From an optimization exercise on the open Yosys and OpenROAD flow, aimed at small area; shortcuts taken in it are not production practice. Where RTL was checked, it was by simulation tests only, not by an equivalence proof against the original. The RTL of run 3 was laid out without a check of its function. In every run shown here, the design's own scripts or RTL, not TritonCTS, make the clock network. The clock input has no modelled driver; a real chip could not lean on it and would need a root buffer or a full tree. Power and IR drop assume default switching activity.

**design/flow/config.mk**
```make
export PLATFORM = sky130hd
export DESIGN_NAME = MemoryGameTopLvl
export DESIGN_NICKNAME = MemoryGameTopLvl
export VERILOG_FILES = /design/flow/design.v
export SDC_FILE = /design/flow/constraint.sdc
export NUM_CORES = 4
export LEC_CHECK = 0
export CAP_MARGIN = 20
export CORE_MARGIN = 2
export CORE_UTILIZATION = 70
export SLEW_MARGIN = 20
```
**design/flow/design.v**
```verilog
module Lfsr22(
	input i_clk,
	input i_rst,
	output [21:0] o_data);
	localparam [21:0] POL = 22'h2A5494;
	localparam [21:0] INIT = 22'h3A5C96;
	reg [21:0] r_data;
	wire [21:0] w_q = r_data ^ POL;
	always @(posedge i_clk)
		if (i_rst)
			r_data <= INIT ^ POL;
		else
			r_data <= {w_q[20:0], w_q[21] ~^ w_q[20]} ^ POL;
	assign o_data = r_data;
endmodule
module CountAndToggle(
	input i_clk,
	input i_rst,
	input i_en,
	output o_fall);
	localparam [13:0] Z     = 14'b11101011011100;
	localparam [13:0] TMASK = 14'b00011111111111;
	localparam [13:0] T     = 14'b00000011100011;
	reg [13:0] r_count;
	reg r_toggle, r_toggle_d;
	wire w_det = ((r_count & TMASK) == T);
	always @(posedge i_clk)
	begin
		if (!i_en | w_det)
			r_count <= Z;
		else
			r_count <= {~r_count[12:0], r_count[0] ^ r_count[4] ^ r_count[13]};
		if (i_rst)
			r_toggle <= 1'b0;
		else if (i_en & w_det)
			r_toggle <= ~r_toggle;
		r_toggle_d <= r_toggle;
	end
	assign o_fall = r_toggle_d & ~r_toggle;
endmodule
module DebounceFilter(
	input i_clk,
	input i_rst,
	input i_bouncy,
	output o_debounced,
	output o_fall);
	localparam [12:0] Z     = 13'b0101011010111;
	localparam [12:0] TMASK = 13'b0101110011111;
	localparam [12:0] T     = 13'b0101100011100;
	reg [12:0] r_count;
	reg r_state;
	wire w_det = ((r_count & TMASK) == T);
	wire w_clr = i_rst | (i_bouncy == r_state) | w_det;
	always @(posedge i_clk)
	begin
		if (w_clr)
			r_count <= Z;
		else
			r_count <= {~r_count[11:0], r_count[9] ^ r_count[12]};
		if (i_rst)
			r_state <= 1'b0;
		else if (w_det)
			r_state <= i_bouncy;
	end
	assign o_debounced = r_state;
	assign o_fall = r_state & w_det & ~i_bouncy;
endmodule
module BinaryToSevSeg(
	input [3:0] i_code,
	output [6:0] o_sevseg);
	assign o_sevseg[0] = (~i_code[0] & ~i_code[1] & i_code[2]) | (i_code[0] & ~i_code[1] & ~i_code[2]);
	assign o_sevseg[1] = ~((~i_code[0] & ~i_code[1]) | (i_code[0] & i_code[1]) | (~i_code[2] & ~i_code[3]));
	assign o_sevseg[2] = (~i_code[0] & i_code[1] & ~i_code[2]) | (~i_code[1] & i_code[3]);
	assign o_sevseg[3] = (~i_code[0] & ~i_code[1] & i_code[2]) | (i_code[0] & ~i_code[1] & ~i_code[2]) | (i_code[0] & i_code[1] & i_code[2]) | (i_code[3]);
	assign o_sevseg[4] = (i_code[0] & ~i_code[1]) | (i_code[0] & ~i_code[3]) | (~i_code[1] & i_code[2]);
	assign o_sevseg[5] = (i_code[0] & ~i_code[1] & ~i_code[2]) | (i_code[0] & i_code[1] & i_code[2]) | (i_code[1] & ~i_code[2] & ~i_code[3]);
	assign o_sevseg[6] = (i_code[0] & i_code[1] & i_code[2]) | (~i_code[1] & ~i_code[2]);
endmodule
module StateMachineGame(
	input i_clk,
	input i_rst,
	input [4:0] i_sw,
	input [3:0] i_fall,
	input i_tfall,
	input [21:0] i_lfsr,
	output o_count_en,
	output [3:0] o_led,
	output [3:0] o_disp);
	localparam START = 3'd0;
	localparam PATTERN_OFF = 3'd7;
	localparam SHOW_STEP = 3'd3;
	localparam WAIT_PLAYER = 3'd1;
	localparam LOSE = 3'd4;
	localparam WIN = 3'd5;
	localparam [3:0] D_F = 4'd10;
	localparam [3:0] D_A = 4'd11;
	localparam [3:0] D_BLANK = 4'd9;
	reg [2:0] r_state;
	reg [2:0] r_step;
	reg [3:0] r_disp;
	reg r_wr;
	reg r_pdv, r_dv;
	reg [1:0] r_pid, r_id;
	reg [15:0] r_pattern;
	wire [2:0] w_score = r_disp[2:0];
	wire w_start = (~r_state[0] & ~r_state[2]);
	wire w_off = (r_state[1] & r_state[2]);
	wire w_show = (r_state[1] & ~r_state[2]);
	wire w_wait = (r_state[0] & ~r_state[1] & ~r_state[2]);
	wire w_lose = (~r_state[0] & r_state[2]);
	wire w_win = (r_state[0] & ~r_state[1] & r_state[2]);
	localparam [15:0] PPOL = 16'h5494;
	wire [15:0] w_pat = r_pattern ^ PPOL;
	reg [1:0] w_entry;
	always @(*)
		case (r_step)
		3'd0: w_entry = {w_pat[0], w_pat[1]};
		3'd1: w_entry = {w_pat[2], w_pat[3]};
		3'd2: w_entry = {w_pat[4], w_pat[5]};
		3'd3: w_entry = {w_pat[6], w_pat[7]};
		3'd4: w_entry = {w_pat[8], w_pat[9]};
		3'd5: w_entry = {w_pat[10], w_pat[11]};
		3'd6: w_entry = {w_pat[12], w_pat[13]};
		default: w_entry = {w_pat[14], w_pat[15]};
		endcase
	wire w_last = (w_score == r_step);
	wire w_correct = (r_id == w_entry);
	always @(posedge i_clk)
	begin
		if (i_rst)
			r_state <= START;
		else if (i_sw[4])
			r_state <= START;
		else
			case (r_state)
			START: r_state <= PATTERN_OFF;
			PATTERN_OFF: if (i_tfall) r_state <= SHOW_STEP;
			SHOW_STEP: if (i_tfall) r_state <= w_last ? WAIT_PLAYER : PATTERN_OFF;
			WAIT_PLAYER:
				if (r_dv)
				begin
					if (!w_correct)
						r_state <= LOSE;
					else if (w_last)
						r_state <= (w_score == 3'd7) ? WIN : PATTERN_OFF;
				end
			LOSE: r_state <= LOSE;
			WIN: r_state <= WIN;
			default: r_state <= START;
			endcase
		if (i_rst)
			r_wr <= 1'b1;
		else if (i_sw[4])
			r_wr <= 1'b0;
		else
			r_wr <= w_start | w_lose | w_win |
				(w_wait & r_dv & w_correct & w_last & (w_score != 3'd7));
		if (i_rst)
			r_disp <= D_BLANK;
		else if (r_wr)
			r_disp <= w_lose ? D_F : w_win ? D_A : {1'b0, r_step};
		if (i_rst | w_start | (w_off & r_wr))
			r_step <= 3'd0;
		else if (w_show & i_tfall)
			r_step <= w_last ? 3'd0 : r_step + 3'd1;
		else if (w_wait & r_dv & w_correct)
			r_step <= r_step + 3'd1;
		if (w_start)
			r_pattern <= i_lfsr[15:0];
		r_pdv <= |i_fall;
		r_pid <= i_fall[0] ? 2'd0 : i_fall[1] ? 2'd1 : i_fall[2] ? 2'd2 : 2'd3;
		r_dv <= r_pdv;
		r_id <= r_pid;
	end
	assign o_count_en = (r_state[1]);
	assign o_led[0] = (w_show & (w_entry == 2'd0)) | i_sw[0];
	assign o_led[1] = (w_show & (w_entry == 2'd1)) | i_sw[1];
	assign o_led[2] = (w_show & (w_entry == 2'd2)) | i_sw[2];
	assign o_led[3] = (w_show & (w_entry == 2'd3)) | i_sw[3];
	assign o_disp = r_disp;
endmodule
module MemoryGameTopLvl(
	input i_clk,
	input i_rst,
	input [4:0] i_sw,
	output [3:0] o_led,
	output [6:0] o_sevseg);
	wire [4:0] w_sw;
	wire [4:0] w_fall;
	wire [21:0] w_lfsr;
	wire [3:0] w_disp;
	wire w_count_en, w_tfall;
	genvar g;
	generate
		for (g = 0; g < 5; g = g + 1)
		begin : debounce
			DebounceFilter debounce_sw(
				.i_clk(i_clk),
				.i_rst(i_rst),
				.i_bouncy(i_sw[g]),
				.o_debounced(w_sw[g]),
				.o_fall(w_fall[g]));
		end
	endgenerate
	Lfsr22 lfsr_inst(
		.i_clk(i_clk),
		.i_rst(i_rst),
		.o_data(w_lfsr));
	CountAndToggle cat_inst(
		.i_clk(i_clk),
		.i_rst(i_rst),
		.i_en(w_count_en),
		.o_fall(w_tfall));
	StateMachineGame state_machine_inst(
		.i_clk(i_clk),
		.i_rst(i_rst),
		.i_sw(w_sw),
		.i_fall(w_fall[3:0]),
		.i_tfall(w_tfall),
		.i_lfsr(w_lfsr),
		.o_count_en(w_count_en),
		.o_led(o_led),
		.o_disp(w_disp));
	BinaryToSevSeg sevseg_inst(
		.i_code(w_disp),
		.o_sevseg(o_sevseg));
endmodule
```
**design/flow/standard.sh**
```bash
#!/bin/bash
# synth_recipe.tcl (not shown) runs the flow's synth.tcl, then flattens the netlist and writes it again
# the make line also repeats each setting of config.mk as NAME=value (left out here)
make -C /OpenROAD-flow-scripts/flow DESIGN_CONFIG=/design/flow/config.mk WORK_HOME=/design/flow/orfs CLKGATE_MAP_FILE= SYNTH_SCRIPT=/design/flow/synth_recipe.tcl "${@:-finish}"
```
**design/flow/flow/ncluster.txt**
```
4
```
**design/flow/flow/clkbuf.txt**
```
sky130_fd_sc_hd__clkbuf_16
```
**design/flow/constraint.sdc**
```tcl
create_clock -name core_clock -period 10.0 [get_ports {i_clk}]
set_input_delay 2.0000 -clock core_clock [delete_from_list [all_inputs] [get_ports {i_clk}]]
set_output_delay 2.0000 -clock core_clock [all_outputs]
set_load 0.01 [all_outputs]
```
**design/flow/flow/run.sh**
```bash
#!/bin/bash
# Layout flow: the standard ORFS flow (standard.sh) with these changes:
#  - synthesis maps the logic with an area-oriented ABC script and without
#    ORFS's half/full adder extraction (the same Yosys script otherwise, so
#    the registers are the standard ones);
#  - ports are buffered with the smallest buffer;
#  - the clock tree is built by cts_manual.tcl (a few clock buffers, one per
#    group of nearby flip-flops) instead of TritonCTS.
# make's output goes to standard.log and finish.log, the clock tree step's
# to cts_manual.log, each ORFS tool's to ORFS's logs/.
set -e
H=$(pwd)
cp flow/abc_area.script "$H/abc_area.script"
{
  echo "proc abc {args} {"
  echo "  set i [lsearch -exact \$args -script]"
  echo "  if {\$i >= 0} { lset args [expr {\$i + 1}] $H/abc_area.script }"
  echo "  yosys abc {*}\$args"
  echo "}"
  cat synth_recipe.tcl
} > my_synth.tcl
sed "s#SYNTH_SCRIPT=[^ ]*#SYNTH_SCRIPT=$H/my_synth.tcl ADDER_MAP_FILE=#" standard.sh > my_standard.sh
export BUFFER_PORTS_ARGS="-buffer_cell sky130_fd_sc_hd__buf_1"
bash my_standard.sh place > standard.log 2>&1
RESULTS=$H/orfs/results/sky130hd/MemoryGameTopLvl/base PLATFORM_DIR=$FLOW_HOME/platforms/sky130hd \
  NCLUSTER=$(cat flow/ncluster.txt) CLKBUF=$(cat flow/clkbuf.txt) CLKPORT=i_clk \
  openroad -no_init -exit flow/cts_manual.tcl > cts_manual.log 2>&1
bash my_standard.sh finish > finish.log 2>&1
```
**design/flow/flow/cts_manual.tcl**
```tcl
# Clock tree for a small design: the flip-flops are split into NCLUSTER
# groups of equal size by position (k-means), each driven by one clock buffer placed at
# the group's centre; the clock port drives the group buffers directly.
# Reads 3_place.odb, writes 4_1_cts.odb and 4_cts.sdc like ORFS's cts step.
set R $::env(RESULTS)
set P $::env(PLATFORM_DIR)
read_lef $P/lef/sky130_fd_sc_hd.tlef
read_lef $P/lef/sky130_fd_sc_hd_merged.lef
read_liberty $P/lib/sky130_fd_sc_hd__tt_025C_1v80.lib
read_db $R/3_place.odb
read_sdc $R/3_place.sdc
source $P/setRC.tcl

set k $::env(NCLUSTER)
set bufname $::env(CLKBUF)
set block [ord::get_db_block]
set clknet [$block findNet $::env(CLKPORT)]
set sinks {}
foreach it [$clknet getITerms] {
  set inst [$it getInst]
  lassign [$inst getLocation] x y
  set m [$inst getMaster]
  lappend sinks [list $it [expr {$x + [$m getWidth] / 2}] [expr {$y + [$m getHeight] / 2}]]
}
set n [llength $sinks]
puts "manual cts: $n sinks, $k clusters of $bufname"

# k-means on sink positions, seeded deterministically along the sorted x order
set sorted [lsort -real -index 1 $sinks]
set cent {}
for {set c 0} {$c < $k} {incr c} {
  set s [lindex $sorted [expr {int(($c + 0.5) * $n / $k)}]]
  lappend cent [list [lindex $s 1] [lindex $s 2]]
}
# capacity-limited k-means: every group gets at most ceil(n / k) sinks
set cap [expr {($n + $k - 1) / $k}]
for {set iter 0} {$iter < 50} {incr iter} {
  set pairs {}
  for {set i 0} {$i < $n} {incr i} {
    set s [lindex $sinks $i]
    for {set c 0} {$c < $k} {incr c} {
      lassign [lindex $cent $c] cx cy
      lappend pairs [list [expr {abs([lindex $s 1] - $cx) + abs([lindex $s 2] - $cy)}] $i $c]
    }
  }
  set pairs [lsort -real -index 0 $pairs]
  set assigned [lrepeat $n -1]
  set count [lrepeat $k 0]
  foreach p $pairs {
    lassign $p d i c
    if {[lindex $assigned $i] >= 0 || [lindex $count $c] >= $cap} continue
    lset assigned $i $c
    lset count $c [expr {[lindex $count $c] + 1}]
  }
  set groups {}
  for {set c 0} {$c < $k} {incr c} { lappend groups {} }
  for {set i 0} {$i < $n} {incr i} {
    set c [lindex $assigned $i]
    lset groups $c [concat [lindex $groups $c] [list [lindex $sinks $i]]]
  }
  set new {}
  for {set c 0} {$c < $k} {incr c} {
    set g [lindex $groups $c]
    if {[llength $g] == 0} { lappend new [lindex $cent $c]; continue }
    set sx 0; set sy 0
    foreach s $g { set sx [expr {$sx + [lindex $s 1]}]; set sy [expr {$sy + [lindex $s 2]}] }
    lappend new [list [expr {$sx / [llength $g]}] [expr {$sy / [llength $g]}]]
  }
  if {$new eq $cent} break
  set cent $new
}
set master [[ord::get_db] findMaster $bufname]
for {set c 0} {$c < $k} {incr c} {
  set g [lindex $groups $c]
  if {[llength $g] == 0} continue
  set buf [odb::dbInst_create $block $master "clkbuf_manual_$c"]
  set net [odb::dbNet_create $block "clknet_manual_$c"]
  $net setSigType CLOCK
  lassign [lindex $cent $c] cx cy
  $buf setLocation [expr {int($cx)}] [expr {int($cy)}]
  $buf setPlacementStatus PLACED
  [$buf findITerm A] connect $clknet
  [$buf findITerm X] connect $net
  foreach s $g {
    set it [lindex $s 0]
    $it disconnect
    $it connect $net
  }
  puts "cluster $c: [llength $g] sinks at ([expr {int($cx)}], [expr {int($cy)}])"
}
$clknet setSigType CLOCK

detailed_placement
set_propagated_clock [all_clocks]
estimate_parasitics -placement
report_clock_skew
repair_timing -hold -verbose
detailed_placement
check_placement -verbose
estimate_parasitics -placement
report_worst_slack -min
report_worst_slack -max
write_db $R/4_1_cts.odb
write_sdc $R/4_cts.sdc
```
**design/flow/flow/abc_area.script**
```
&get -n
&st
&synch2
&if -K 6 -a
&mfs
&st
&dch -f
&nf -a -R 1000
&put
&get -n
&st
&dch -f
&nf -a -R 1000
&put
```
==> results of run 1 <==
-- metal layers --
metal,GRT usage [%],vias up
met1,30.5,1316
met5,0,-
met2,33.9,49
li1,-,1469
met3,1.29,10
met4,2.98,0
-- sequential cells by signal, summed over array words and instances, names as in the netlist, 2 cells and up --
| register | count |
|---|---|
| cat_inst.r_count | 14 |
| state_machine_inst.r_disp | 4 |
| debounce.debounce_sw.r_state | 5 |
| state_machine_inst.r_pid | 2 |
| debounce.debounce_sw.r_count | 65 |
| state_machine_inst.r_id | 2 |
| lfsr_inst.r_data | 22 |
| state_machine_inst.r_step | 3 |
| state_machine_inst.r_state | 3 |
| state_machine_inst.r_pattern | 16 |
-- worst min-delay path by stage --
| stage | cells past startpoint | endpoint |
|---|---|---|
| floorplan | 0 | state_machine_inst.r_dv |
| global placement | 0 | state_machine_inst.r_id[0] |
| detailed placement | 0 | state_machine_inst.r_id[1] |
| global route | 0 | state_machine_inst.r_id[1] |
| finish | 0 | state_machine_inst.r_id[1] |
-- cell usage in the layout, fill, tap and decap left out, drive strengths merged, types with 12 or more instances in the layout --
master  count
a21oi      16
buf        17
dfxtp     125
edfxtp     16
nand2      66
nand3      12
nor2       67
nor3       14
o21ai      15
xnor2      15
-- worst max-delay path, stage by stage (launching register included) --
cell and delay (ns):
dfxtp_1 0.53, clkinv_1 0.17, nor2_1 0.15, a22o_1 0.15
a21oi_1 0.05, o21ai_0 0.09, o21ai_0 0.24, nor2_1 0.21
a31o_1 0.20, buf_1 0.16
-- stage by stage --
stage / power, uW / std cells / area, sq um / setup slack [ns] / utilization, %
2_1_floorplan: 796 / 414 / 4370 / 6.48 / -
3_3_place_gp: 845 / 507 / 4540 / 6.16 / 75.7
3_5_place_dp: 849 / 507 / 4540 / 6.13 / 75.7
5_1_grt: 1090 / 511 / 4640 / 5.64 / 77.4
6_report: 1040 / 511 / 4640 / 5.88 / 77.4
-- logic make-up (layout without fill, tap and decap cells) --
logic type,after synthesis,after routing,share of synthesized area (%)
AND/OR/NAND/NOR,195,195,19.7
flip-flops,141,141,68.3
AO/OA/AOI/OAI,55,55,7.99
XOR/XNOR,16,16,3.21
buffers and inverters,5,27,0.429
multiplexers,2,2,0.458
-- layout make-up --
type	count	area share (%)
Multi-Input combinational cell	268	29.5
Tap cell	75	2.02
Inverter	5	0.405
Sequential cell	141	64.3
Timing Repair Buffer	18	1.57
Buffer	4	2.16
-- power breakdown --
group | switching, uW | total, uW | internal (uW)
Clock | 132 | 207 | 75.0
Combinational | 90.4 | 149 | 58.2
Sequential | 48.8 | 689 | 640
Total | 271 | 1040 | 774
==> out/metrics.yaml, run 1 <==
outcome:
  status: "timing/DRC/antenna clean"
placed_design:
  io_buffers: 17
  hpwl_mm: 4.86
  place.gp.congestion: 0.786
job:
  maxCapViolCount: 0
timing:
  report.final.hold_viol_count: 0
  timing_worst_slew_pin_value_ns: 0.826
  setup_viol: 0
  period_share_pct: 41.2
  max-slew-margin-rel_pct: 44.5
  rsz0062_at_grt: "no"
  final_max_slew_viol_count: 0
  layout_min_cycle_time_ns: 4.12
  holdWs_ns: 0.329
  fin_tns_setup_ns: 0
  max_freq_mhz: 243
  finClkSkew_ns: 0.00958
drt:
  dr.pass1.iters: 4
  routed_wl_mm: 7.12
  drt-met1-wl_mm: 3.43
  drc: 0
  drt_iter0_drc: 166
  num_vias: 2844
  routedWlPerCell_microns: 13.9
  met3_length_microns: 225
  wl_met2_mm: 3.34
  top_layer: "met4"
  final_antenna_net_count: 0
  vias_per_cell: 5.57
global_routing:
  grt_pass1_vias: 2616
  grt_max_degree: 42
  antenna_found_initial: 0
  track_usage_pct: 20.4
  grt_first_pass_wirelength_mm: 12.0
  overflow: 0
yosys:
  synth_flop_cell: "dfxtp_1"
  ys_ff_latch: 141
  synthTopCellsByCount: "125 x dfxtp_1, 67 x nor2_1, 66 x nand2_1"
  syn_nets: 421
  synth_cells: 414
  ys_seq_area_share_pct: 68.3
  synth_cell_type_count: 39
  syn-cell-area_sq_um: 4370
  avgSynthCellArea_sq_um: 10.6
  ys_warn_count: 4
  synth_top_area_cell: "dfxtp_1"
  ys_async_sr_fraction_pct: 0
  ys_top_cells_by_area: "dfxtp_1 57%, edfxtp_1 11%, nor2_1 5.8%"
  synth.most_common_cell: "dfxtp_1"
  yosys.area.top_type_share_pct: 57.3
  synth_edf_count: 16
layout:
  fillCellCount: 406
  area_growth_pct: 6.10
  n_antenna_cell: 0
  nets: 445
  drive_above_1_share_pct: 1.38
  regArea_sq_um: 2980
  multi_input_area_sq_um: 1370
die:
  io_pins: 18
  rows: 28
  core_area_sq_um: 5990
  die-height_microns: 83.0
  die_x_microns: 83.0
  die_area_sq_um: 6890
  start_util_pct: 73.0
critical_path:
  crit_start: "state_machine_inst.r_step[1]"
  path_max_fanout: 9
  cp-start-kind: "register"
  worstSetupPathType: "reg -> out"
  arrival_ns: 2.12
  required_ns: 8.00
  endpoint: "o_led[3]"
  r2r_end: "state_machine_inst.r_step[2]"
  r2r_setup_slack_ns: 7.17
  reg2reg_from: "state_machine_inst.r_step[1]"
  worstRegToRegCells: 14
  endpoint_kind: "output pin"
clocking:
  worstSkewPairLatency_ns: 0.18
  path_clk_slew_ns: 0.12
worst_hold_path:
  hold_path_class: "reg -> reg"
  min_from: "state_machine_inst.r_pid[1]"
power:
  cellPowerDensity_nw_per_um2: 225
  irDropWorstVdd_mv: 0.165
  cellLeakagePower_uw: 0.00166
==> inputs of run 2 (changes only) <==
--- a/design/flow/config.mk
+++ b/design/flow/config.mk
@@ -9,3 +9,3 @@
 export CORE_MARGIN = 2
-export CORE_UTILIZATION = 70
+export CORE_UTILIZATION = 60
 export SLEW_MARGIN = 20
==> run 2 against run 1 <==
Still clean on timing, DRC and antenna. Via count decreased by 0.95%. Critical path depth unchanged. Hold slack improved by 0.012 ns. Area after synthesis unchanged. Highest routed layer unchanged.
==> out/metrics.yaml, run 2 <==
timing:
  finalWorstSetupSlack_ns: 5.90  # +0.0140 ns
  finClkSkew_ns: 0.00760  # -0.00198 ns
  timing_worst_slew_pin_value_ns: 0.853  # +0.0267 ns
  fin_tns_setup_ns: 0  # unchanged
  layout_min_cycle_time_ns: 4.10  # -0.0140 ns
  max-slew-margin-rel_pct: 42.7  # -1.8 points
  period_share_pct: 41.0  # -0.14 points
  max_freq_mhz: 244  # +0.34%
  rsz0062_at_grt: "no"
  setup_viol: 0  # unchanged
  report.final.hold_viol_count: 0  # unchanged
  final_max_slew_viol_count: 0  # unchanged
  holdWs_ns: 0.341  # +0.0117 ns
placed_design:
  io_buffers: 17  # unchanged
  hpwl_mm: 4.83  # -0.54%
  post-place-ws_ns: 6.08  # -0.0478 ns
  place.gp.congestion: 0.835  # +6.2%
global_routing:
  grt_pass1_vias: 2604  # -0.46%
  grt_max_degree: 42  # unchanged
  track_usage_pct: 17.5  # -2.8 points
  grt_first_pass_wirelength_mm: 11.5  # -3.7%
  antenna_found_initial: 0  # unchanged
  overflow: 0  # unchanged
layout:
  layout_common_cells: "125 x dfxtp_1, 67 x nor2_1, 66 x nand2_1"
  area_growth_pct: 6.79
  nets: 445  # unchanged
  final_common_cell: "dfxtp_1"
  utilization_pct: 65.4  # -12 points
  drive_above_1_share_pct: 1.38  # unchanged
  largest_registers: "debounce.debounce_sw.r_count: 65 flops, lfsr_inst.r_data: 22 flops, state_machine_inst.r_pattern: 16 flops"
  largest_reg_flops: 65  # unchanged
  n_antenna_cell: 0  # unchanged
  regMostFlops: "debounce.debounce_sw.r_count"
worst_hold_path:
  hold_path_class: "reg -> reg"
drt:
  vias_per_cell: 5.27  # -5.4%
  dr.pass1.iters: 4  # unchanged
  num_vias: 2817  # -0.95%
  routedWlPerCell_microns: 12.8  # -8.2%
  routed_wl_mm: 6.85  # -3.8%
  drc: 0  # unchanged
  drt_iter0_drc: 72  # -57%
  final_antenna_net_count: 0  # unchanged
yosys:
  synth_cells: 414  # unchanged
  synth_flop_cell: "dfxtp_1"
  yosys.area.top_type_share_pct: 57.3  # unchanged
  synth_top_area_cell: "dfxtp_1"
  synth_cell_type_count: 39  # unchanged
  ys_seq_area_share_pct: 68.3  # unchanged
  synthTopCellsByCount: "125 x dfxtp_1, 67 x nor2_1, 66 x nand2_1"
  ys_top_cells_by_area: "dfxtp_1 57%, edfxtp_1 11%, nor2_1 5.8%"
  syn_nets: 421  # unchanged
  synth.most_common_cell: "dfxtp_1"
  ys_ff_latch: 141  # unchanged
  syn-cell-area_sq_um: 4370  # unchanged
  ys_async_sr_fraction_pct: 0  # unchanged
  synth_edf_count: 16  # unchanged
  ys_warn_count: 4  # unchanged
  avgSynthCellArea_sq_um: 10.6  # unchanged
critical_path:
  reg2reg_from: "state_machine_inst.r_step[1]"
  endpoint: "o_led[3]"
  cp-start-kind: "register"
  path_max_fanout: 9  # unchanged
  r2r_setup_slack_ns: 7.19  # +0.02 ns
  worstRegToRegCells: 13  # -1
  worstSetupPathType: "reg -> out"
  r2r_end: "state_machine_inst.r_step[1]"
  endpoint_kind: "output pin"
  arrival_ns: 2.10  # -0.02 ns
  crit_start: "state_machine_inst.r_step[1]"
  required_ns: 8.00  # about the same
power:
  cellPowerDensity_nw_per_um2: 224  # -0.70%
  cellLeakagePower_uw: 0.00166  # unchanged
  irDropWorstVdd_mv: 0.165  # about the same
die:
  die-height_microns: 89.3  # +7.6%
  io_pins: 18  # unchanged
  die_area_sq_um: 7980  # +16%
  die_x_microns: 89.3  # +7.6%
  core_area_sq_um: 7140  # +19%
  start_util_pct: 61.2  # -12 points
  rows: 31  # +11%
job:
  maxCapViolCount: 0  # unchanged
outcome:
  status: "timing/DRC/antenna clean"
clocking:
  path_clk_slew_ns: 0.12  # about the same
  worstSkewPairLatency_ns: 0.18  # about the same
-- run 2: stage by stage --
step           total power [uW]  cells  cell area, sq um
3_5_place_dp                851    531              4570
6_report                   1040    535              4670
2_1_floorplan               796    414              4370
3_3_place_gp                849    531              4570
5_1_grt                    1100    535              4670
-- run 2: cell type report --
type | count | area, sq um
plain buffers | 4 | 100
fillers | 628 | 2470
inverters | 5 | 18.8
multi-input cells | 268 | 1370
flip-flops and latches | 141 | 2980
well taps | 99 | 124
repair buffers | 18 | 72.6
-- run 2: how the worst min path moves through the flow --
stage / from / end / slack [ns] / depth (start not counted)
finish: state_machine_inst.r_pid[0] / state_machine_inst.r_id[0] / 0.34 / 0
global route: state_machine_inst.r_pid[1] / state_machine_inst.r_id[1] / 0.35 / 0
detailed placement: state_machine_inst.r_pid[0] / state_machine_inst.r_id[0] / 0.31 / 0
global placement: state_machine_inst.r_pid[0] / state_machine_inst.r_id[0] / 0.31 / 0
floorplan: state_machine_inst.r_pdv / state_machine_inst.r_dv / 0.31 / 0
-- run 2: metal layers --
| metal | vias to the layer above | wire, microns | track usage (%) |
|---|---|---|---|
| met5 | - | 0 | 0 |
| met4 | 0 | 78 | 2.44 |
| met3 | 7 | 172 | 1.85 |
| met2 | 24 | 3190 | 30.4 |
| met1 | 1314 | 3410 | 24.6 |
| li1 | 1472 | - | - |
-- run 2: worst max-delay path: stages, from the launching register on --
cell	delay [ns]
dfxtp_1	0.52
clkinv_1	0.16
nor2_1	0.15
a22o_1	0.16
a21oi_1	0.06
o21ai_0	0.09
o21ai_0	0.24
nor2_1	0.20
a31o_1	0.17
buf_1	0.17
-- run 2: kinds of logic after synthesis --
logic type      after synthesis  synth area share [%]
xor+xnor                     16                  3.21
mux                           2                 0.458
simple gates                195                  19.7
flops                       141                  68.3
compound gates               55                  7.99
buf+inv                       5                 0.429
-- run 2: power breakdown --
group | total, uW | internal, uW | switching [uW]
clock | 209 | 75.1 | 134
combinational | 147 | 58.1 | 88.6
sequential | 689 | 640 | 48.3
total | 1040 | 774 | 270
==> inputs of run 3 (changes only) <==
--- a/design/flow/design.v
+++ b/design/flow/design.v
@@ -70,9 +70,9 @@
 	output [6:0] o_sevseg);
-	assign o_sevseg[0] = (~i_code[0] & ~i_code[1] & i_code[2]) | (i_code[0] & ~i_code[1] & ~i_code[2]);
-	assign o_sevseg[1] = ~((~i_code[0] & ~i_code[1]) | (i_code[0] & i_code[1]) | (~i_code[2] & ~i_code[3]));
-	assign o_sevseg[2] = (~i_code[0] & i_code[1] & ~i_code[2]) | (~i_code[1] & i_code[3]);
-	assign o_sevseg[3] = (~i_code[0] & ~i_code[1] & i_code[2]) | (i_code[0] & ~i_code[1] & ~i_code[2]) | (i_code[0] & i_code[1] & i_code[2]) | (i_code[3]);
-	assign o_sevseg[4] = (i_code[0] & ~i_code[1]) | (i_code[0] & ~i_code[3]) | (~i_code[1] & i_code[2]);
-	assign o_sevseg[5] = (i_code[0] & ~i_code[1] & ~i_code[2]) | (i_code[0] & i_code[1] & i_code[2]) | (i_code[1] & ~i_code[2] & ~i_code[3]);
-	assign o_sevseg[6] = (i_code[0] & i_code[1] & i_code[2]) | (~i_code[1] & ~i_code[2]);
+	assign o_sevseg[0] = ~((i_code[1]) | (~i_code[2] & ~i_code[3]));
+	assign o_sevseg[1] = (~i_code[0] & i_code[1]) | (~i_code[1] & i_code[3]);
+	assign o_sevseg[2] = (~i_code[0] & i_code[3]) | (i_code[0] & i_code[1] & i_code[2]) | (~i_code[1] & i_code[3]);
+	assign o_sevseg[3] = ~((~i_code[0] & ~i_code[1] & ~i_code[2]) | (i_code[1] & ~i_code[3]));
+	assign o_sevseg[4] = (~i_code[0] & i_code[2]) | (i_code[0] & ~i_code[1]) | (i_code[0] & ~i_code[2] & ~i_code[3]);
+	assign o_sevseg[5] = ~((~i_code[0]) | (i_code[1] & i_code[3]));
+	assign o_sevseg[6] = ~((~i_code[0] & i_code[2]) | (i_code[1]));
 endmodule
@@ -94,2 +94,10 @@
 	localparam WIN = 3'd5;
+	localparam [2:0] E0 = 3'd0;
+	localparam [2:0] E1 = 3'd5;
+	localparam [2:0] E2 = 3'd7;
+	localparam [2:0] E3 = 3'd3;
+	localparam [2:0] E4 = 3'd4;
+	localparam [2:0] E5 = 3'd6;
+	localparam [2:0] E6 = 3'd2;
+	localparam [2:0] E7 = 3'd1;
 	localparam [3:0] D_F = 4'd10;
@@ -116,11 +124,15 @@
 		case (r_step)
-		3'd0: w_entry = {w_pat[0], w_pat[1]};
-		3'd1: w_entry = {w_pat[2], w_pat[3]};
-		3'd2: w_entry = {w_pat[4], w_pat[5]};
-		3'd3: w_entry = {w_pat[6], w_pat[7]};
-		3'd4: w_entry = {w_pat[8], w_pat[9]};
-		3'd5: w_entry = {w_pat[10], w_pat[11]};
-		3'd6: w_entry = {w_pat[12], w_pat[13]};
+		E0: w_entry = {w_pat[0], w_pat[1]};
+		E1: w_entry = {w_pat[2], w_pat[3]};
+		E2: w_entry = {w_pat[4], w_pat[5]};
+		E3: w_entry = {w_pat[6], w_pat[7]};
+		E4: w_entry = {w_pat[8], w_pat[9]};
+		E5: w_entry = {w_pat[10], w_pat[11]};
+		E6: w_entry = {w_pat[12], w_pat[13]};
 		default: w_entry = {w_pat[14], w_pat[15]};
 		endcase
+	wire [2:0] w_step_inc;
+	assign w_step_inc[0] = (~r_step[0] & ~r_step[2]) | (r_step[0] & r_step[2]);
+	assign w_step_inc[1] = (r_step[2]);
+	assign w_step_inc[2] = (~r_step[0] & ~r_step[1]) | (r_step[0] & r_step[1] & ~r_step[2]) | (~r_step[1] & r_step[2]);
 	wire w_last = (w_score == r_step);
@@ -144,3 +156,3 @@
 					else if (w_last)
-						r_state <= (w_score == 3'd7) ? WIN : PATTERN_OFF;
+						r_state <= (w_score == E7) ? WIN : PATTERN_OFF;
 				end
@@ -156,3 +168,3 @@
 			r_wr <= w_start | w_lose | w_win |
-				(w_wait & r_dv & w_correct & w_last & (w_score != 3'd7));
+				(w_wait & r_dv & w_correct & w_last & (w_score != E7));
 		if (i_rst)
@@ -162,7 +174,7 @@
 		if (i_rst | w_start | (w_off & r_wr))
-			r_step <= 3'd0;
+			r_step <= E0;
 		else if (w_show & i_tfall)
-			r_step <= w_last ? 3'd0 : r_step + 3'd1;
+			r_step <= w_last ? E0 : w_step_inc;
 		else if (w_wait & r_dv & w_correct)
-			r_step <= r_step + 3'd1;
+			r_step <= w_step_inc;
 		if (w_start)
==> run 3 against run 2 <==
Still clean on timing, DRC and antenna. Hold slack barely moved. Clock power decreased by 2%. Cell count shrank 1.1%. Core utilization down 0.088 points. Sequential power about the same. Routed wire length shrank 0.39%. Sequential share of layout area rose by 0.086 points. Die area down 0.13%. Combinational power increased by 6%. Final area fell by 0.13%. Critical path type unchanged. Highest routed layer unchanged.
==> out/metrics.yaml, run 3 <==
outcome:
  status: "timing/DRC/antenna clean"
critical_path:
  endpoint: "o_led[2]"
  reg2reg_from: "state_machine_inst.r_step[0]"
  endpoint_kind: "output pin"
  cp.depth: 7  # -2
  required_ns: 8.00  # about the same
  path_max_fanout: 12  # +3
  worstRegToRegCells: 12  # -1
  crit_slowest_cell: "dfxtp_1"
  crit_start: "state_machine_inst.r_step[0]"
  cp-start-kind: "register"
  cp_common_cell: "a21oi_1"
  crit_chain: "nand2_1 -> o21ai_0 -> a21oi_1 -> a21oi_1 -> clkinv_1 -> a31o_1 -> buf_1"
  r2r_end: "state_machine_inst.r_state[2]"
  slowest_delay_ns: 0.60  # +0.08 ns
  crit_buf_inv: 2  # unchanged
  worstSetupPathType: "reg -> out"
  cp_top_family: "compound AO/OA/AOI/OAI gates"
  arrival_ns: 2.25  # +0.15 ns
  r2r_setup_slack_ns: 7.22  # +0.03 ns
timing:
  max_freq_mhz: 235  # -3.4%
  rsz0062_at_grt: "no"
  fin_tns_setup_ns: 0  # unchanged
  max-slew-margin-rel_pct: 43.1  # +0.44 points
  final_max_slew_viol_count: 0  # unchanged
  report.final.hold_viol_count: 0  # unchanged
  timing_worst_slew_pin_value_ns: 0.847  # -0.00658 ns
  finClkSkew_ns: 0.0113  # +0.00373 ns
  layout_min_cycle_time_ns: 4.25  # +0.145 ns
  setup_viol: 0  # unchanged
  period_share_pct: 42.5  # +1.5 points
yosys:
  synth_cells: 408  # -1.4%
  avgSynthCellArea_sq_um: 10.7  # +1.3%
  synth_top_area_cell: "dfxtp_1"
  ys_ff_latch: 141  # unchanged
  ys_warn_count: 4  # unchanged
  ys_seq_area_share_pct: 68.3  # +0.098 points
  synth_cell_type_count: 39  # unchanged
  ys_top_cells_by_area: "dfxtp_1 57%, edfxtp_1 11%, nor2_1 6.1%"
  synth_flop_cell: "dfxtp_1"
  ys_async_sr_fraction_pct: 0  # unchanged
  synth_edf_count: 16  # unchanged
  yosys.area.top_type_share_pct: 57.3  # +0.082 points
  synthTopCellsByCount: "125 x dfxtp_1, 71 x nor2_1, 62 x nand2_1"
  syn-cell-area_sq_um: 4360  # -0.14%
  syn_nets: 415  # -1.4%
  synth.most_common_cell: "dfxtp_1"
power:
  cellLeakagePower_uw: 0.00167  # +0.36%
  cellPowerDensity_nw_per_um2: 225  # +0.55%
  irDropWorstVdd_mv: 0.111  # -32%
  power_uw: 1050  # +0.41%
layout:
  n_antenna_cell: 0  # unchanged
  largest_reg_flops: 65  # unchanged
  fin_area_sq_um: 4660  # -0.13%
  nets: 439  # -1.3%
  largest_registers: "debounce.debounce_sw.r_count: 65 flops, lfsr_inst.r_data: 22 flops, state_machine_inst.r_pattern: 16 flops"
  area_growth_pct: 6.79  # about the same
  regMostFlops: "debounce.debounce_sw.r_count"
  utilization_pct: 65.3  # -0.088 points
  final_cells: 529  # -1.1%
  layout_common_cells: "125 x dfxtp_1, 71 x nor2_1, 62 x nand2_1"
  final_common_cell: "dfxtp_1"
  drive_above_1_share_pct: 1.63  # +0.25 points
die:
  rows: 31  # unchanged
  die-height_microns: 89.3  # about the same
  io_pins: 18  # unchanged
  start_util_pct: 61.2  # -0.088 points
  die_area_sq_um: 7970  # -0.13%
  die_x_microns: 89.3  # about the same
  core_area_sq_um: 7140  # unchanged
drt:
  routedWlPerCell_microns: 12.9  # +0.74%
  drt_iter0_drc: 62  # -14%
  top_layer: "met4"
  num_vias: 2734  # -2.9%
  wl_met2_mm: 3.23  # +1.3%
  final_antenna_net_count: 0  # unchanged
  met3_length_microns: 202  # +17%
  dr.pass1.iters: 4  # unchanged
  routed_wl_mm: 6.82  # -0.39%
  vias_per_cell: 5.17  # -1.8%
  drt-met1-wl_mm: 3.34  # -2.0%
  drc: 0  # unchanged
placed_design:
  hpwl_mm: 4.82  # -0.25%
  io_buffers: 17  # unchanged
  place.gp.congestion: 0.847  # +1.5%
  dp_cells: 525  # -1.1%
  postPlaceCellArea_sq_um: 4560  # -0.14%
clocking:
  worstSkewPairLatency_ns: 0.18  # about the same
  path_clk_slew_ns: 0.11  # about the same
global_routing:
  grt_pass1_vias: 2464  # -5.4%
  grt_first_pass_wirelength_mm: 11.3  # -2.2%
  track_usage_pct: 17.2  # -0.30 points
  grt_max_degree: 43  # +2.4%
  overflow: 0  # unchanged
  antenna_found_initial: 0  # unchanged
worst_hold_path:
  hold_path_class: "reg -> reg"
  holdPathStages: 0  # unchanged
job:
  maxCapViolCount: 0  # unchanged
## run 3: worst min path at each step
| stage | slack, ns | end | from |
|---|---|---|---|
| after detailed placement | 0.32 | state_machine_inst.r_id[1] | state_machine_inst.r_pid[1] |
| final | 0.34 | state_machine_inst.r_id[1] | state_machine_inst.r_pid[1] |
| after floorplan | 0.31 | state_machine_inst.r_dv | state_machine_inst.r_pdv |
| after global routing | 0.35 | state_machine_inst.r_dv | state_machine_inst.r_pdv |
| after global placement | 0.31 | state_machine_inst.r_dv | state_machine_inst.r_pdv |
## run 3: metrics by stage
| step | worst slack (ns) | hold WS (ns) |
|---|---|---|
| finish | 5.75 | 0.341 |
| floorplan | 6.38 | 0.310 |
| global route | 5.55 | 0.352 |
| detailed placement | 5.96 | 0.318 |
| global placement | 6.11 | 0.314 |
## run 3: final cells by class
cell class | instances | area [sq um]
Timing Repair Buffer | 18 | 72.6
Sequential cell | 141 | 2980
Inverter | 7 | 26.3
Fill cell | 626 | 2480
Tap cell | 99 | 124
Buffer | 4 | 100
Multi-Input combinational cell | 260 | 1360
## run 3: cell families after synthesis
| logic type | synth area share (%) |
|---|---|
| buffers and inverters | 0.602 |
| AND/OR/NAND/NOR | 19.0 |
| multiplexers | 1.03 |
| XOR/XNOR | 3.61 |
| flip-flops | 68.3 |
| AO/OA/AOI/OAI | 7.45 |
## run 3: layer usage
layer,vias to the layer above,global-route usage [%]
met5,-,0
met4,0,1.49
met3,5,2.03
met2,25,30.7
met1,1277,23.7
li1,1427,-
## run 3: worst reg2reg max path: cells and delay by family, from the launching register on
kind,cells,cell delay (ns)
AO/OA/AOI/OAI,6,1.11
AND/OR/NAND/NOR,4,0.72
flip-flops,1,0.60
buffers and inverters,1,0.15
XOR/XNOR,1,0.12
## run 3: report_power, final
| part | leakage [uW] | internal [uW] | total (uW) | switching (uW) |
|---|---|---|---|---|
| combinational | 0.000441 | 61.2 | 156 | 94.7 |
| sequential | 0.00118 | 641 | 688 | 47.7 |
| clock | 0.0000493 | 74.9 | 204 | 129 |
| total | 0.00167 | 777 | 1050 | 272 |
==> inputs of run 4 (changes only) <==
--- a/design/flow/design.v
+++ b/design/flow/design.v
@@ -89,7 +89,9 @@
 	localparam START = 3'd0;
-	localparam PATTERN_OFF = 3'd7;
-	localparam SHOW_STEP = 3'd3;
-	localparam WAIT_PLAYER = 3'd1;
-	localparam LOSE = 3'd4;
-	localparam WIN = 3'd5;
+	localparam START_W = 3'd1;
+	localparam PATTERN_OFF_W = 3'd3;
+	localparam PATTERN_OFF = 3'd6;
+	localparam SHOW_STEP = 3'd4;
+	localparam WAIT_PLAYER = 3'd5;
+	localparam END = 3'd7;
+	localparam END_W = 3'd2;
 	localparam [2:0] E0 = 3'd0;
@@ -108,3 +110,2 @@
 	reg [3:0] r_disp;
-	reg r_wr;
 	reg r_pdv, r_dv;
@@ -113,8 +114,10 @@
 	wire [2:0] w_score = r_disp[2:0];
-	wire w_start = (~r_state[0] & ~r_state[2]);
-	wire w_off = (r_state[1] & r_state[2]);
-	wire w_show = (r_state[1] & ~r_state[2]);
-	wire w_wait = (r_state[0] & ~r_state[1] & ~r_state[2]);
-	wire w_lose = (~r_state[0] & r_state[2]);
-	wire w_win = (r_state[0] & ~r_state[1] & r_state[2]);
+	wire w_start = (~r_state[0] & ~r_state[1] & ~r_state[2]);
+	wire w_start_w = (r_state[0] & ~r_state[1] & ~r_state[2]);
+	wire w_off_w = (r_state[0] & r_state[1] & ~r_state[2]);
+	wire w_off = (~r_state[0] & r_state[1] & r_state[2]);
+	wire w_show = (~r_state[0] & ~r_state[1] & r_state[2]);
+	wire w_wait = (r_state[0] & ~r_state[1] & r_state[2]);
+	wire w_end = (r_state[0] & r_state[1] & r_state[2]);
+	wire w_end_w = (~r_state[0] & r_state[1] & ~r_state[2]);
 	localparam [15:0] PPOL = 16'h5494;
@@ -137,2 +140,3 @@
 	assign w_step_inc[2] = (~r_step[0] & ~r_step[1]) | (r_step[0] & r_step[1] & ~r_step[2]) | (~r_step[1] & r_step[2]);
+	localparam [2:0] MARK = E0 ^ 3'd1;
 	wire w_last = (w_score == r_step);
@@ -142,3 +146,3 @@
 		if (i_rst)
-			r_state <= START;
+			r_state <= START_W;
 		else if (i_sw[4])
@@ -147,3 +151,5 @@
 			case (r_state)
-			START: r_state <= PATTERN_OFF;
+			START: r_state <= PATTERN_OFF_W;
+			START_W: r_state <= PATTERN_OFF_W;
+			PATTERN_OFF_W: r_state <= PATTERN_OFF;
 			PATTERN_OFF: if (i_tfall) r_state <= SHOW_STEP;
@@ -154,22 +160,16 @@
 					if (!w_correct)
-						r_state <= LOSE;
+						r_state <= END;
 					else if (w_last)
-						r_state <= (w_score == E7) ? WIN : PATTERN_OFF;
+						r_state <= (w_score == E7) ? END : PATTERN_OFF_W;
 				end
-			LOSE: r_state <= LOSE;
-			WIN: r_state <= WIN;
-			default: r_state <= START;
+			END: r_state <= END_W;
+			default: r_state <= END_W;
 			endcase
 		if (i_rst)
-			r_wr <= 1'b1;
-		else if (i_sw[4])
-			r_wr <= 1'b0;
-		else
-			r_wr <= w_start | w_lose | w_win |
-				(w_wait & r_dv & w_correct & w_last & (w_score != E7));
-		if (i_rst)
 			r_disp <= D_BLANK;
-		else if (r_wr)
-			r_disp <= w_lose ? D_F : w_win ? D_A : {1'b0, r_step};
-		if (i_rst | w_start | (w_off & r_wr))
+		else if (w_start_w | w_off_w)
+			r_disp <= {1'b0, r_step};
+		else if (w_end_w)
+			r_disp <= (r_step[0] == E0[0]) ? D_A : D_F;
+		if (i_rst | w_start | w_start_w | w_off_w)
 			r_step <= E0;
@@ -177,5 +177,5 @@
 			r_step <= w_last ? E0 : w_step_inc;
-		else if (w_wait & r_dv & w_correct)
-			r_step <= w_step_inc;
-		if (w_start)
+		else if (w_wait & r_dv)
+			r_step <= w_correct ? w_step_inc : MARK;
+		if (w_start | w_start_w)
 			r_pattern <= i_lfsr[15:0];
@@ -186,3 +186,3 @@
 	end
-	assign o_count_en = (r_state[1]);
+	assign o_count_en = (~r_state[0] & r_state[2]) | (r_state[0] & r_state[1] & ~r_state[2]);
 	assign o_led[0] = (w_show & (w_entry == 2'd0)) | i_sw[0];
==> run 4 against run 3 <==
Clock skew up 0.0058 ns. Area after synthesis shrank 0.23%. Sequential power down about 10%. Cell count fell by 1.1%. Via count shrank 1.8%. Register-to-register slack better by 0.34 ns. Core utilization hardly changed.
==> out/metrics.yaml, run 4 <==
clocking:
  path_clk_slew_ns: 0.12  # about the same
  worstSkewPairLatency_ns: 0.19  # about the same
yosys:
  ys_top_cells_by_area: "dfxtp_1 57%, edfxtp_1 11%, nor2_1 6.2%"
  avgSynthCellArea_sq_um: 10.9  # +1.5%
  synth_top_area_cell: "dfxtp_1"
  synth_fa_ha_area_share_pct: 0  # unchanged
  ys_seq_area_share_pct: 68.0  # -0.30 points
  synthMuxAreaShare_pct: 2.21  # +1.2 points
  synth_top_family_by_area: "simple AND/OR/NAND/NOR gates"
  yosys.area.top_type_share_pct: 57.0  # -0.33 points
  synthTopCellsByCount: "124 x dfxtp_1, 72 x nor2_1, 58 x nand2_1"
  syn_nets: 408  # -1.7%
  synth_flop_cell: "dfxtp_1"
  syn-cell-area_sq_um: 4350  # -0.23%
  synth.most_common_cell: "dfxtp_1"
  yosys.area_share.simple_pct: 19.8  # +0.82 points
  synth_cells: 401  # -1.7%
  synth_edf_count: 16  # unchanged
  ys_warn_count: 4  # unchanged
  synth_compound_area_share_pct: 5.40  # -2.1 points
  synth_xor_xnor_area_share_pct: 4.22  # +0.61 points
  ys_ff_latch: 140  # -0.71%
  synth_cell_type_count: 36  # -7.7%
  ys_async_sr_fraction_pct: 0  # unchanged
die:
  io_pins: 18  # unchanged
  die_area_sq_um: 7950  # -0.22%
  core_area_sq_um: 7140  # unchanged
  die-height_microns: 89.2  # -0.11%
  die_x_microns: 89.2  # -0.11%
  rows: 31  # unchanged
  start_util_pct: 61.0  # -0.14 points
timing:
  fin_tns_setup_ns: 0  # unchanged
  report.final.hold_viol_count: 0  # unchanged
  layout_min_cycle_time_ns: 4.12  # -0.124 ns
  rsz0062_at_grt: "no"
  final_max_slew_viol_count: 0  # unchanged
  period_share_pct: 41.2  # -1.2 points
  max-slew-margin-rel_pct: 44.0  # +0.83 points
  setup_viol: 0  # unchanged
  timing_worst_slew_pin_value_ns: 0.834  # -0.0124 ns
  max_freq_mhz: 242  # +3.0%
  finClkSkew_ns: 0.0171  # +0.00579 ns
global_routing:
  grt_first_pass_wirelength_mm: 11.3  # about the same
  grt_max_degree: 47  # +9.3%
  track_usage_pct: 17.4  # +0.17 points
  grt_pass1_vias: 2464  # unchanged
  antenna_found_initial: 0  # unchanged
  overflow: 0  # unchanged
placed_design:
  io_buffers: 17  # unchanged
  place.gp.congestion: 0.790  # -6.7%
  hpwl_mm: 4.90  # +1.6%
critical_path:
  endpoint_kind: "output pin"
  required_ns: 8.00  # about the same
  cp-start-kind: "register"
  arrival_ns: 2.12  # -0.13 ns
  worstSetupPathType: "reg -> out"
  path_max_fanout: 10  # -2
layout:
  regMostFlops: "debounce.debounce_sw.r_count"
  nets: 433  # -1.4%
  largest_registers: "debounce.debounce_sw.r_count: 65 flops, lfsr_inst.r_data: 22 flops, state_machine_inst.r_pattern: 16 flops"
  area_growth_pct: 6.98
  layout_common_cells: "124 x dfxtp_1, 72 x nor2_1, 58 x nand2_1"
  final_common_cell: "dfxtp_1"
  n_antenna_cell: 0  # unchanged
  drive_above_1_share_pct: 2.12  # +0.49 points
  fillCellCount: 621  # -0.80%
  largest_reg_flops: 65  # unchanged
  utilization_pct: 65.3  # about the same
worst_hold_path:
  hold_path_class: "reg -> reg"
drt:
  vias_per_cell: 5.13  # -0.67%
  final_antenna_net_count: 0  # unchanged
  routedWlPerCell_microns: 13.1  # +1.3%
  routed_wl_mm: 6.83  # +0.19%
  dr.pass1.iters: 4  # unchanged
  drt_iter0_drc: 92  # +48%
  drc: 0  # unchanged
  num_vias: 2685  # -1.8%
power:
  irDropWorstVdd_mv: 0.136  # +22%
  cellPowerDensity_nw_per_um2: 190  # -15%
  cellLeakagePower_uw: 0.00169  # +1.5%
job:
  maxCapViolCount: 0  # unchanged
outcome:
  status: "timing/DRC/antenna clean"
## run 4: worst max-delay path, stage by stage (launching register included)
cell	delay, ns
dfxtp_1	0.56
mux4_2	0.55
mux2i_1	0.31
clkinv_1	0.14
a41o_1	0.26
buf_1	0.13
## run 4: through the flow
stage               hold WS (ns)  cell area [sq um]  total power (uW)  worst slack, ns  std cells
finish                     0.324               4660               887             5.88        523
global route               0.328               4660               925             5.68        523
detailed placement         0.314               4560               695             6.06        519
global placement           0.314               4560               693             6.04        519
floorplan                  0.310               4350               671             6.30        401
## run 4: report_power, final
part	switching (uW)	internal (uW)	leakage (uW)
combinational	38.2	24.9	0.000473
clock	130	74.9	0.0000493
sequential	19.2	599	0.00117
## run 4: area by class of cell
cell class / instances / area, sq um / share of cell area [%]
repair buffers: 19 / 80.1 / 1.72
multi-input cells: 257 / 1380 / 29.5
well taps: 99 / 124 / 2.66
plain buffers: 4 / 100 / 2.15
flip-flops and latches: 140 / 2960 / 63.6
inverters: 4 / 15.0 / 0.322
## run 4: final timing paths
kind                                      from                             to  slack [ns]  cells past startpoint
hold reg to reg    state_machine_inst.r_pid[0]     state_machine_inst.r_id[0]        0.32                      0
setup reg to reg  state_machine_inst.r_step[2]  state_machine_inst.r_state[2]        7.56                      9
setup / recovery  state_machine_inst.r_step[1]                       o_led[3]        5.88                      5
hold / removal     state_machine_inst.r_pid[0]     state_machine_inst.r_id[0]        0.32                      0
## run 4: cell families (layout without fill, tap and decap cells)
group                     after synthesis  count (layout)
xor gates and xnor gates               21              21
DFF                                   140             140
buffers and inverters                   4              27
and+or+nand+nor                       193             193
AOI/OAI and AO/OA                      36              36
muxes                                   7               7
## run 4: metal layers
metal / share of wire (%) / vias to the layer above / global-route usage [%]
li1: - / 1403 / -
met1: 49 / 1247 / 24.5
met2: 47 / 27 / 30.7
met3: 1.9 / 8 / 1.02
met4: 1.5 / 0 / 2.31
met5: 0 / - / 0
==> inputs of run 5 (changes only) <==
--- a/design/flow/config.mk
+++ b/design/flow/config.mk
@@ -10,2 +10,3 @@
 export CORE_UTILIZATION = 60
+export PLACE_DENSITY = 0.9
 export SLEW_MARGIN = 20
==> run 5 against run 4 <==
Largest power group unchanged. Largest cell class unchanged. First-iteration DRC count rose by 48%. Sequential power about the same. Via count up 2.2%.
==> out/metrics.yaml, run 5 <==
timing:
  fin_tns_setup_ns: 0  # unchanged
  timing_worst_slew_pin_value_ns: 0.843  # +0.00908 ns
  finClkSkew_ns: 0.00988  # -0.00725 ns
  final_max_slew_viol_count: 0  # unchanged
  rsz0062_at_grt: "no"
  report.final.hold_viol_count: 0  # unchanged
  max_freq_mhz: 239  # -1.4%
  period_share_pct: 41.8  # +0.60 points
  setup_viol: 0  # unchanged
  holdWs_ns: 0.335  # +0.0116 ns
  layout_min_cycle_time_ns: 4.18  # +0.0598 ns
  max-slew-margin-rel_pct: 43.8  # -0.18 points
power:
  cellLeakagePower_uw: 0.00169  # -0.28%
  cellPowerDensity_nw_per_um2: 191  # +0.43%
  irDropWorstVdd_mv: 0.110  # -19%
placed_design:
  postPlaceCellArea_sq_um: 4550  # -0.16%
  io_buffers: 17  # unchanged
  hpwl_mm: 4.85  # -0.89%
  place.gp.congestion: 0.846  # +7.1%
  dp_cells: 518  # -0.19%
worst_hold_path:
  hold_path_class: "reg -> reg"
  min_from: "state_machine_inst.r_pdv"
layout:
  drive_above_1_share_pct: 1.89  # -0.23 points
  layout_common_cells: "124 x dfxtp_1, 72 x nor2_1, 58 x nand2_1"
  area_growth_pct: 6.81
  largest_reg_flops: 65  # unchanged
  final_common_cell: "dfxtp_1"
  regMostFlops: "debounce.debounce_sw.r_count"
  fin_area_sq_um: 4650  # -0.16%
  n_antenna_cell: 0  # unchanged
  largest_registers: "debounce.debounce_sw.r_count: 65 flops, lfsr_inst.r_data: 22 flops, state_machine_inst.r_pattern: 16 flops"
  final_cells: 522  # -0.19%
  utilization_pct: 65.2  # -0.11 points
  fillCellCount: 558  # -10%
  nets: 432  # -0.23%
die:
  die-height_microns: 89.2  # unchanged
  core_area_sq_um: 7140  # unchanged
  start_util_pct: 61.0  # unchanged
  die_x_microns: 89.2  # unchanged
  io_pins: 18  # unchanged
  rows: 31  # unchanged
  die_area_sq_um: 7950  # unchanged
yosys:
  synth_edf_count: 16  # unchanged
  ys_seq_area_share_pct: 68.0  # unchanged
  synth.most_common_cell: "dfxtp_1"
  synth_cell_type_count: 36  # unchanged
  synth_flop_cell: "dfxtp_1"
  ys_top_cells_by_area: "dfxtp_1 57%, edfxtp_1 11%, nor2_1 6.2%"
  avgSynthCellArea_sq_um: 10.9  # unchanged
  ys_warn_count: 4  # unchanged
  synthTopCellsByCount: "124 x dfxtp_1, 72 x nor2_1, 58 x nand2_1"
  synth_top_area_cell: "dfxtp_1"
  synth_cells: 401  # unchanged
  syn-cell-area_sq_um: 4350  # unchanged
  syn_nets: 408  # unchanged
  ys_ff_latch: 140  # unchanged
  yosys.area.top_type_share_pct: 57.0  # unchanged
  ys_async_sr_fraction_pct: 0  # unchanged
critical_path:
  crit_start: "state_machine_inst.r_step[2]"
  worstSetupPathType: "reg -> out"
  reg2reg_from: "state_machine_inst.r_step[2]"
  path_max_fanout: 13  # +3
  required_ns: 8.00  # about the same
  endpoint_kind: "output pin"
  arrival_ns: 2.18  # +0.06 ns
  cp-start-kind: "register"
global_routing:
  antenna_found_initial: 0  # unchanged
  track_usage_pct: 17.5  # +0.055 points
  grt_max_degree: 47  # unchanged
  grt_first_pass_wirelength_mm: 11.4  # +0.67%
  grt_pass1_vias: 2550  # +3.5%
  overflow: 0  # unchanged
drt:
  routedWlPerCell_microns: 13.2  # +1.4%
  drc: 0  # unchanged
  routed_wl_mm: 6.92  # +1.2%
  drt_iter0_drc: 136  # +48%
  final_antenna_net_count: 0  # unchanged
  dr.pass1.iters: 4  # unchanged
  vias_per_cell: 5.26  # +2.4%
  num_vias: 2745  # +2.2%
clocking:
  worstSkewPairLatency_ns: 0.18  # about the same
  path_clk_slew_ns: 0.12  # about the same
outcome:
  status: "timing/DRC/antenna clean"
job:
  maxCapViolCount: 0  # unchanged
[run 5: cell count changes in the layout (fill, tap and decap cells not counted)]
cell,change
buf_4,-1
[run 5: path summary, 6_finish.rpt]
check / endpoint / slack, ns / cells after the start
worst max-delay path: o_led[0] / 5.82 / 6
worst min-delay path: state_machine_inst.r_dv / 0.34 / 0
worst max register to register: state_machine_inst.r_state[2] / 7.39 / 9
worst min register to register: state_machine_inst.r_dv / 0.34 / 0
[run 5: layout make-up]
cell class	instances	area, sq um	share of cell area (%)
multi-input cells	257	1380	29.6
flip-flops and latches	140	2960	63.7
well taps	99	124	2.66
plain buffers	4	100	2.15
inverters	4	15.0	0.323
repair buffers	18	72.6	1.56
[run 5: through the flow]
step	power, uW	setup slack [ns]
after detailed placement	696	6.05
after global routing	926	5.63
after floorplan	671	6.30
after global placement	692	6.12
final	889	5.82
[run 5: critical path, cell delays in order (launching register included)]
cell and delay (ns):
dfxtp_1 0.67, mux2i_1 0.25, a21oi_1 0.10, o21ai_0 0.49, nor3_1 0.14, a31o_1 0.23
buf_1 0.12
[run 5: logic make-up (layout without fill, tap and decap cells)]
logic type	count (synthesis)	count (layout)	synth area share, %
buffers and inverters	4	26	0.345
and+or+nand+nor	193	193	19.8
AOI/OAI and AO/OA	36	36	5.40
muxes	7	7	2.21
DFF	140	140	68.0
xor gates and xnor gates	21	21	4.22
[run 5: power breakdown]
group | switching, uW | internal, uW | leakage, uW
clock network | 130 | 75.0 | 0.0000493
registers | 20.0 | 599 | 0.00117
logic | 39.7 | 24.7 | 0.000468
[run 5: per-layer routing]
layer,track usage [%],share of wire (%),wire length [microns]
met1,25.4,48,3350
met2,29.4,46,3180
met3,1.29,4.8,333
met4,2.99,0.81,56
met5,0,0,0
==> inputs of run 6 (changes only) <==
--- a/design/flow/config.mk
+++ b/design/flow/config.mk
@@ -7,6 +7,5 @@
 export LEC_CHECK = 0
-export CAP_MARGIN = 20
+export CAP_MARGIN = 0
 export CORE_MARGIN = 2
 export CORE_UTILIZATION = 60
-export PLACE_DENSITY = 0.9
-export SLEW_MARGIN = 20
+export SLEW_MARGIN = 0
==> run 6 against run 5 <==
Still clean on timing, DRC and antenna. Final area increased by 0.16%. Routed wire length decreased by 1.2%. Cell count increased by 0.19%. Combinational power decreased by 2%. Register-to-register slack improved by 0.17 ns. First-iteration DRC count decreased by 32%. Clock skew increased by 0.0072 ns. Setup slack improved by 0.060 ns. Synthesized cell count unchanged. Critical path type unchanged. Largest cell class unchanged. Largest power group unchanged.
==> out/metrics.yaml, run 6 <==
yosys:
  yosys.area.top_type_share_pct: 57.0  # unchanged
  synth_flop_cell: "dfxtp_1"
  ys_async_sr_fraction_pct: 0  # unchanged
  synth.most_common_cell: "dfxtp_1"
  ys_top_cells_by_area: "dfxtp_1 57%, edfxtp_1 11%, nor2_1 6.2%"
  ys_ff_latch: 140  # unchanged
  synthTopCellsByCount: "124 x dfxtp_1, 72 x nor2_1, 58 x nand2_1"
  ys_seq_area_share_pct: 68.0  # unchanged
  ys_warn_count: 4  # unchanged
  syn_nets: 408  # unchanged
  synth_cells: 401  # unchanged
  synth_top_area_cell: "dfxtp_1"
  avgSynthCellArea_sq_um: 10.9  # unchanged
  syn-cell-area_sq_um: 4350  # unchanged
  synth_cell_type_count: 36  # unchanged
  synth_edf_count: 16  # unchanged
global_routing:
  grt_max_degree: 47  # unchanged
  antenna_found_initial: 0  # unchanged
  grt_first_pass_wirelength_mm: 11.3  # -0.67%
  grt_pass1_vias: 2464  # -3.4%
  overflow: 0  # unchanged
  track_usage_pct: 17.4  # -0.055 points
clocking:
  worstSkewPairLatency_ns: 0.19  # about the same
  path_clk_slew_ns: 0.12  # about the same
critical_path:
  crit_slowest_cell: "dfxtp_1"
  path_max_fanout: 10  # -3
  required_ns: 8.00  # about the same
  reg2reg_from: "state_machine_inst.r_step[2]"
  r2r_end: "state_machine_inst.r_state[2]"
  r2r_setup_slack_ns: 7.56  # +0.17 ns
  worstRegToRegCells: 9  # unchanged
  crit_start: "state_machine_inst.r_step[1]"
  crit_chain: "mux4_2 -> mux2i_1 -> clkinv_1 -> a41o_1 -> buf_1"
  endpoint: "o_led[3]"
  worstSetupPathType: "reg -> out"
  slowest_delay_ns: 0.56  # -0.11 ns
  endpoint_kind: "output pin"
  cp-start-kind: "register"
  cp_top_family: "multiplexers"
  arrival_ns: 2.12  # -0.06 ns
  cp.depth: 5  # -1
  crit_buf_inv: 2  # +1
timing:
  report.final.hold_viol_count: 0  # unchanged
  timing_worst_slew_pin_value_ns: 0.834  # -0.00908 ns
  fin_tns_setup_ns: 0  # unchanged
  max_freq_mhz: 242  # +1.5%
  setup_viol: 0  # unchanged
  max-slew-margin-rel_pct: 44.0  # +0.18 points
  rsz0062_at_grt: "no"
  final_max_slew_viol_count: 0  # unchanged
  finClkSkew_ns: 0.0171  # +0.00725 ns
  layout_min_cycle_time_ns: 4.12  # -0.0598 ns
  period_share_pct: 41.2  # -0.60 points
die:
  rows: 31  # unchanged
  core_area_sq_um: 7140  # unchanged
  die_x_microns: 89.2  # unchanged
  die_area_sq_um: 7950  # unchanged
  io_pins: 18  # unchanged
  start_util_pct: 61.0  # unchanged
  die-height_microns: 89.2  # unchanged
drt:
  num_vias: 2685  # -2.2%
  routedWlPerCell_microns: 13.1  # -1.4%
  dr.pass1.iters: 4  # unchanged
  drc: 0  # unchanged
  vias_per_cell: 5.13  # -2.4%
  routed_wl_mm: 6.83  # -1.2%
  final_antenna_net_count: 0  # unchanged
  drt_iter0_drc: 92  # -32%
layout:
  fillCellCount: 621  # +11%
  regMostFlops: "debounce.debounce_sw.r_count"
  area_growth_pct: 6.98
  drive_above_1_share_pct: 2.12  # +0.23 points
  largest_reg_flops: 65  # unchanged
  multi_input_area_sq_um: 1380  # unchanged
  nets: 433  # +0.23%
  largest_registers: "debounce.debounce_sw.r_count: 65 flops, lfsr_inst.r_data: 22 flops, state_machine_inst.r_pattern: 16 flops"
  regArea_sq_um: 2960  # unchanged
  n_antenna_cell: 0  # unchanged
  final_common_cell: "dfxtp_1"
  utilization_pct: 65.3  # +0.11 points
  layout_common_cells: "124 x dfxtp_1, 72 x nor2_1, 58 x nand2_1"
job:
  maxCapViolCount: 0  # unchanged
outcome:
  status: "timing/DRC/antenna clean"
placed_design:
  place.gp.congestion: 0.790  # -6.6%
  io_buffers: 17  # unchanged
  hpwl_mm: 4.90  # +0.89%
worst_hold_path:
  hold_path_class: "reg -> reg"
power:
  power_uw: 887  # -0.27%
  cellLeakagePower_uw: 0.00169  # +0.28%
  irDropWorstVdd_mv: 0.136  # +23%
  cellPowerDensity_nw_per_um2: 190  # -0.43%
[run 6: cells by family (layout without fill, tap and decap cells)]
group,Yosys count,after routing,share of synthesized area (%)
AND/OR/NAND/NOR,193,193,19.8
flip-flops,140,140,68.0
AO/OA/AOI/OAI,36,36,5.40
XOR/XNOR,21,21,4.22
multiplexers,7,7,2.21
buffers and inverters,4,27,0.345
[run 6: power by group]
group | total, uW | switching, uW | internal (uW)
Combinational | 63.1 | 38.2 | 24.9
Sequential | 619 | 19.2 | 599
Clock | 205 | 130 | 74.9
[run 6: worst reg2reg max path, delay by kind of cell, from the launching register on]
kind,cells,cell delay (ns)
AOI/OAI and AO/OA,4,0.88
xor gates and xnor gates,1,0.13
muxes,1,0.24
and+or+nand+nor,3,0.48
DFF,1,0.63
[run 6: area by class of cell]
type	instances	area share (%)
repair buffers	19	1.72
multi-input cells	257	29.5
flip-flops and latches	140	63.6
plain buffers	4	2.15
well taps	99	2.66
inverters	4	0.322
[run 6: layer usage]
metal  wire length [microns]  up-vias  global-route usage [%]
met5                       0        -                       0
met1                    3370     1247                    24.5
met4                     105        0                    2.31
met2                    3230       27                    30.7
met3                     129        8                    1.02
li1                        -     1403                       -
[run 6: worst min path at each step]
stage	startpoint	end	slack, ns	cells after the start
final	state_machine_inst.r_pid[0]	state_machine_inst.r_id[0]	0.32	0
after detailed placement	state_machine_inst.r_pid[1]	state_machine_inst.r_id[1]	0.31	0
after floorplan	state_machine_inst.r_pdv	state_machine_inst.r_dv	0.31	0
after global routing	state_machine_inst.r_pid[0]	state_machine_inst.r_id[0]	0.33	0
after global placement	state_machine_inst.r_pid[1]	state_machine_inst.r_id[1]	0.31	0
[run 6: through the flow]
stage / area (sq um) / hold WS (ns) / worst slack, ns / instances
2_1_floorplan: 4350 / 0.310 / 6.30 / 401
3_3_place_gp: 4560 / 0.314 / 6.04 / 519
3_5_place_dp: 4560 / 0.314 / 6.06 / 519
5_1_grt: 4660 / 0.328 / 5.68 / 523
6_report: 4660 / 0.324 / 5.88 / 523

[static timing again, ports no longer ideal]
The results above use ideal ports. As a check the final layouts listed here were re-extracted and re-timed, cells and wires unchanged. Step 1 sets driving cells, clkbuf_16 on the clock port and buf_2 on the other inputs (assumed; they add their load-dependent delay and slew). Step 2 adds t to the input delays and takes it off the output delays; t is the mean of the earliest and latest rising clock arrival at the registers after step 1. Input paths then give back, and output paths get back, about the clock's delay inside the block. Slacks: ideal ports / drivers / drivers and shift; pairs: ideal ports / drivers.
| run | t (ns) | slack for setup (ns) | clock arrival spread, ns | slew at the worst register clock pin (ns) | worst slew at a driven data input, ns |
|---|---|---|---|---|---|
| run 1 | 0.251 | 5.884 / 5.807 / 6.058 | 0.010 / 0.010 | 0.12 / 0.12 | 0.03 |
| run 2 | 0.251 | 5.898 / 5.821 / 6.072 | 0.009 / 0.008 | 0.12 / 0.12 | 0.04 |
| run 3 | 0.249 | 5.752 / 5.675 / 5.924 | 0.014 / 0.013 | 0.12 / 0.12 | 0.04 |
| run 4 | 0.252 | 5.876 / 5.801 / 6.053 | 0.018 / 0.018 | 0.13 / 0.13 | 0.03 |
| run 5 | 0.248 | 5.816 / 5.741 / 5.990 | 0.016 / 0.015 | 0.12 / 0.12 | 0.03 |
| run 6 | 0.252 | 5.876 / 5.801 / 6.053 | 0.018 / 0.018 | 0.13 / 0.13 | 0.03 |
After both steps setup and hold are still met in every run listed.
